What follows belongs to an exercise in optimizing a design on an open flow for small area, a short achievable clock period and few clock cycles; a production flow would make more cautious choices.
Where RTL was checked, it was by simulation tests only, not by an equivalence proof against the original.

==> module add_sk, before the edit <==
module add_sk #(
    parameter W = 32,
    parameter L = 5         
) (
    input  [W-1:0] a,
    input  [W-1:0] b,
    input          ci,
    output [W-1:0] s
);
    wire [W-1:0] p = a ^ b;
    wire [W-1:0] g = a & b;
    wire [W-1:0] gg [0:L];
    wire [W-1:0] pp [0:L];
    assign gg[0] = {g[W-1:1], g[0] | p[0] & ci};
    assign pp[0] = p;
    genvar l, i;
    generate
        for (l = 0; l < L; l = l + 1) begin : lv
            for (i = 0; i < W; i = i + 1) begin : bt
                if ((i >> l) & 1) begin
                    localparam integer J = ((i >> l) << l) - 1;
                    assign gg[l+1][i] = gg[l][i] | pp[l][i] & gg[l][J];
                    assign pp[l+1][i] = pp[l][i] & pp[l][J];
                end else begin
                    assign gg[l+1][i] = gg[l][i];
                    assign pp[l+1][i] = pp[l][i];
                end
            end
        end
    endgenerate
    assign s = p ^ {gg[L][W-2:0], ci};
endmodule
clock: 13.5 ns
lec_check: 0
cap_margin: 20
core_margin: 2
core_utilization: 60
slew_margin: 20
synth_hierarchical: 1
synth_minimum_keep_size: 0
standard.sh (not shown) runs the stock make flow with config.mk's settings and CLKGATE_MAP_FILE= SYNTH_SCRIPT=/design/flow/synth_recipe.tcl, a recipe that flattens the netlist after the stock synthesis.
==> flow/flow/run.sh <==
#!/bin/bash
# The standard layout, with timing repair aimed at a shorter period than the
# clock's: the constraints are unchanged, repair_timing gets a setup margin
# and may resize cells to other footprints; the ports get plain buffers.
set -euo pipefail
bash standard.sh SETUP_SLACK_MARGIN=9.5 MATCH_CELL_FOOTPRINT=0 \
  "BUFFER_PORTS_ARGS=-buffer_cell sky130_fd_sc_hd__buf_2" finish > standard_flow.log 2>&1
Testbench counts at the start, summed over its fixed seeds: cycles 15,043.
Change:
--- a/flow/design.v
+++ b/flow/design.v
@@ -17,16 +17,16 @@
     assign s  = a ^ b;
     assign co = a & b;
 endmodule
 module add_sk #(
-    parameter W = 32,
-    parameter L = 5         
+    parameter W = 32
 ) (
     input  [W-1:0] a,
     input  [W-1:0] b,
     input          ci,
     output [W-1:0] s
 );
+    localparam L = $clog2(W);
     wire [W-1:0] p = a ^ b;
     wire [W-1:0] g = a & b;
     wire [W-1:0] gg [0:L];
     wire [W-1:0] pp [0:L];
@@ -114,8 +114,18 @@
     output y
 );
     assign y = ~(a | b);
 endmodule
+module pp_booth (
+    input  a,
+    input  b,
+    input  c,
+    input  d,
+    input  e,
+    output y
+);
+    assign y = ((a & ~d) | (b & ~e)) ^ c;
+endmodule
 module complex_multiplier (
     input  [31:0] na,
     output [31:0] re_s, re_c, im_s, im_c
 );
Register-to-register slack hardly moves.
Wire length is lower by 0.37%.
Non-clock buffer count is lower by 1.
Area after synthesis is unchanged.
Global-route usage is higher by 0.22 points.
Fmax is about the same.
Hold slack gets worse by 9.4 ps.
Cell area barely changes.
Core utilization is about the same.
Worst setup slack gets better by 4.0 ps.
For the second run of this note, only the layout was checked, not whether the RTL still works.

========
RTL: one of the versions met above, not the one the previous note started from.
Size: about 2500 cells after synthesis, ~240 flip-flops, about 140 I/O pins, roughly 26000 sq um of cells after synthesis.
==> module sub16, before the edit <==
module sub16 (
    input  [15:0] a,
    input  [15:0] b,
    output [15:0] d
);
    wire [15:0] nb = ~b;
    wire [15:0] p  = a ^ nb;
    wire [15:0] g  = {a[15:1] & nb[15:1], a[0] | nb[0]};
    wire [15:0] g1, p1, g2, p2, g3, p3, g4;
    genvar i;
    generate
        for (i = 0; i < 16; i = i + 1) begin : l
            if (i >= 1) begin
                assign g1[i] = g[i] | p[i] & g[i-1];
                assign p1[i] = p[i] & p[i-1];
            end else begin
                assign g1[i] = g[i];
                assign p1[i] = p[i];
            end
            if (i >= 2) begin
                assign g2[i] = g1[i] | p1[i] & g1[i-2];
                assign p2[i] = p1[i] & p1[i-2];
            end else begin
                assign g2[i] = g1[i];
                assign p2[i] = p1[i];
            end
            if (i >= 4) begin
                assign g3[i] = g2[i] | p2[i] & g2[i-4];
                assign p3[i] = p2[i] & p2[i-4];
            end else begin
                assign g3[i] = g2[i];
                assign p3[i] = p2[i];
            end
            if (i >= 8)
                assign g4[i] = g3[i] | p3[i] & g3[i-8];
            else
                assign g4[i] = g3[i];
        end
    endgenerate
    assign d = p ^ {g4[14:0], 1'b1};
endmodule
==> module complex_mean_square, before the edit <==
module complex_mean_square (
    input wire i_clk,
    input wire i_arst,
    input wire i_en,
    input wire [2:0] i_log2_samples,
    input wire        i_valid,
    input wire [31:0] i_y,
    input wire [31:0] i_y_hat,
    output reg        o_valid,
    output reg [63:0] o_data
);
    reg        busy_r;       
    reg        skip_r;       
    reg        take_en_r;    
    reg  [6:0] cnt_r;        
    reg  [2:0] k_r;          
    reg        last1_r, last2_r;
    wire       start = ~busy_r & i_en;
    wire       take  = take_en_r & i_valid;
    wire [6:0] n_m1  = ~(7'h7f << k_r);
    wire       last  = take & (cnt_r == n_m1);
    always @(posedge i_clk or posedge i_arst) begin
        if (i_arst) begin
            busy_r    <= 1'b0;
            skip_r    <= 1'b0;
            take_en_r <= 1'b0;
            last1_r   <= 1'b0;
            last2_r   <= 1'b0;
            o_valid   <= 1'b0;
        end else begin
            if (start) begin
                busy_r <= 1'b1;
                skip_r <= 1'b1;
            end
            if (skip_r) begin
                skip_r    <= 1'b0;
                take_en_r <= 1'b1;
            end
            if (last)
                take_en_r <= 1'b0;
            last1_r <= last;
            last2_r <= last1_r;
            o_valid <= last2_r;
            if (last2_r)
                busy_r <= 1'b0;
        end
    end
    always @(posedge i_clk) begin
        if (start) begin
            k_r   <= i_log2_samples;
            cnt_r <= 7'd0;
        end else if (take) begin
            cnt_r <= cnt_r + 7'd1;
        end
    end
    wire [15:0] diff_re, diff_im;
    sub16 sub_re (.a(i_y[15:0]),  .b(i_y_hat[15:0]),  .d(diff_re));
    sub16 sub_im (.a(i_y[31:16]), .b(i_y_hat[31:16]), .d(diff_im));
    reg [31:0] nd1_r;
    always @(posedge i_clk)
        nd1_r <= take ? ~{diff_im, diff_re} : 32'hffffffff;
    wire [31:0] re_s, re_c, im_s, im_c;
    complex_multiplier cpow_calculator (
        .na(nd1_r),
        .re_s(re_s), .re_c(re_c), .im_s(im_s), .im_c(im_c)
    );
    reg [31:0] re_s2_r, re_c2_r, im_s2_r, im_c2_r;
    always @(posedge i_clk) begin
        re_s2_r <= re_s;
        re_c2_r <= re_c;
        im_s2_r <= im_s;
        im_c2_r <= im_c;
    end
    wire [31:0] cs_re_s, cs_re_c, cs_im_s, cs_im_c;
    genvar gi;
    generate
        for (gi = 0; gi < 32; gi = gi + 1) begin : g_csa
            csa_fa fa_re (.a(o_data[gi]), .b(re_s2_r[gi]), .c(re_c2_r[gi]),
                          .s(cs_re_s[gi]), .co(cs_re_c[gi]));
            csa_fa fa_im (.a(o_data[32+gi]), .b(im_s2_r[gi]), .c(im_c2_r[gi]),
                          .s(cs_im_s[gi]), .co(cs_im_c[gi]));
        end
    endgenerate
    wire [31:0] sum_re, sum_im;
    add_sk #(.W(32)) add_re (.a(cs_re_s), .b({cs_re_c[30:0], 1'b0}), .ci(1'b0), .s(sum_re));
    add_sk #(.W(32)) add_im (.a(cs_im_s), .b({cs_im_c[30:0], 1'b0}), .ci(1'b0), .s(sum_im));
    wire [2:0]  sh     = last2_r ? k_r : 3'd0;
    wire [31:0] res_re = $signed(sum_re) >>> sh;
    wire [31:0] res_im = $signed(sum_im) >>> sh;
    always @(posedge i_clk)
        o_data <= busy_r ? {res_im, res_re} : 64'd0;
endmodule
==> flow/config.mk <==
export PLATFORM = sky130hd
export DESIGN_NAME = complex_mean_square
export DESIGN_NICKNAME = complex_mean_square
export VERILOG_FILES = /design/flow/design.v
export SDC_FILE = /design/flow/constraint.sdc
export NUM_CORES = 4
export LEC_CHECK = 0
export CAP_MARGIN = 20
export CORE_MARGIN = 2
export CORE_UTILIZATION = 40
export SLEW_MARGIN = 20
export SYNTH_HIERARCHICAL = 1
export SYNTH_MINIMUM_KEEP_SIZE = 0
==> flow/constraint.sdc <==
create_clock -name core_clock -period 13.5 [get_ports {i_clk}]
set_input_delay 2.7000 -clock core_clock [delete_from_list [all_inputs] [get_ports {i_clk}]]
set_output_delay 2.7000 -clock core_clock [all_outputs]
set_load 0.01 [all_outputs]
Scripts as last shown in full above: flow/flow/run.sh
Next try:
--- a/flow/design.v
+++ b/flow/design.v
@@ -46,53 +46,12 @@
                 end
             end
         end
     endgenerate
     assign s = p ^ {gg[L][W-2:0], ci};
 endmodule
-module sub16 (
-    input  [15:0] a,
-    input  [15:0] b,
-    output [15:0] d
-);
-    wire [15:0] nb = ~b;
-    wire [15:0] p  = a ^ nb;
-    wire [15:0] g  = {a[15:1] & nb[15:1], a[0] | nb[0]};
-    wire [15:0] g1, p1, g2, p2, g3, p3, g4;
-    genvar i;
-    generate
-        for (i = 0; i < 16; i = i + 1) begin : l
-            if (i >= 1) begin
-                assign g1[i] = g[i] | p[i] & g[i-1];
-                assign p1[i] = p[i] & p[i-1];
-            end else begin
-                assign g1[i] = g[i];
-                assign p1[i] = p[i];
-            end
-            if (i >= 2) begin
-                assign g2[i] = g1[i] | p1[i] & g1[i-2];
-                assign p2[i] = p1[i] & p1[i-2];
-            end else begin
-                assign g2[i] = g1[i];
-                assign p2[i] = p1[i];
-            end
-            if (i >= 4) begin
-                assign g3[i] = g2[i] | p2[i] & g2[i-4];
-                assign p3[i] = p2[i] & p2[i-4];
-            end else begin
-                assign g3[i] = g2[i];
-                assign p3[i] = p2[i];
-            end
-            if (i >= 8)
-                assign g4[i] = g3[i] | p3[i] & g3[i-8];
-            else
-                assign g4[i] = g3[i];
-        end
-    endgenerate
-    assign d = p ^ {g4[14:0], 1'b1};
-endmodule
 module complex_adder_subtractor #(
     parameter WIDTH=32
 ) (
     input [WIDTH-1:0] a,
     input [WIDTH-1:0] b,
     input addNotSub,
@@ -2075,14 +2034,14 @@
             cnt_r <= 7'd0;
         end else if (take) begin
             cnt_r <= cnt_r + 7'd1;
         end
     end
     wire [15:0] diff_re, diff_im;
-    sub16 sub_re (.a(i_y[15:0]),  .b(i_y_hat[15:0]),  .d(diff_re));
-    sub16 sub_im (.a(i_y[31:16]), .b(i_y_hat[31:16]), .d(diff_im));
+    add_sk #(.W(16)) sub_re (.a(i_y[15:0]),  .b(~i_y_hat[15:0]),  .ci(1'b1), .s(diff_re));
+    add_sk #(.W(16)) sub_im (.a(i_y[31:16]), .b(~i_y_hat[31:16]), .ci(1'b1), .s(diff_im));
     reg [31:0] nd1_r;
     always @(posedge i_clk)
         nd1_r <= take ? ~{diff_im, diff_re} : 32'hffffffff;
     wire [31:0] re_s, re_c, im_s, im_c;
     complex_multiplier cpow_calculator (
         .na(nd1_r),
Outcome:
- The new run went through all stages and came out clean
- utilization came out lower by 0.40 points
- clock-buffer cell count came out lower by 6
- clock skew came out lower by 12 ps
- cell count came out lower slightly
- first-iteration DRC count came out lower by a few percent
- non-clock buffer count came out higher by 10
- synthesized area came out lower slightly
- wire length came out lower slightly
- worst setup slack gets worse by 360 ps
No run of this note included a check of the RTL's function; only the layout flow was run.

==> separate check: timing with driven ports <==
How much do the figures lean on ideal ports? The routed layouts below were timed once more, with nothing changed but the port constraints. Step 1 (the two cells are an assumption about what drives the block):
set clk [get_ports {i_clk}]
set_driving_cell -lib_cell sky130_fd_sc_hd__clkbuf_16 $clk
set_driving_cell -lib_cell sky130_fd_sc_hd__buf_2 [delete_from_list [all_inputs] $clk]
Step 2 moves the port delays by t, midway between the first and last clock arrival at a register: inputs arrive t later, outputs are due t later. That takes back most of the time a late clock gives input paths. a / b / c = ideal ports / drivers / drivers and shift; a / b = the first two.
run | shift t [ns] | slack for setup (ns) | worst setup path at the end | latest minus earliest clock arrival (ns) | slew at the worst register clock pin (ns)
the first run of note 1 | 0.613 | 9.578 / 9.559 / 9.006 | input to register | 0.012 / 0.013 | 0.07 / 0.07
the second run of note 1 | 0.624 | 9.582 / 9.542 / 9.009 | input to register | 0.010 / 0.010 | 0.06 / 0.06
the first run of note 2 | 0.638 | 9.548 / 9.486 / 8.983 | input to register | 0.022 / 0.022 | 0.07 / 0.07
the second run of note 2 | 0.625 | 9.188 / 9.176 / 8.550 | input to register | 0.011 / 0.011 | 0.06 / 0.06
After both steps setup and hold are still met in every run listed. For the second run of note 2, which loses most, drivers alone change the setup slack by -0.012 ns; drivers and shift together by -0.638 ns.
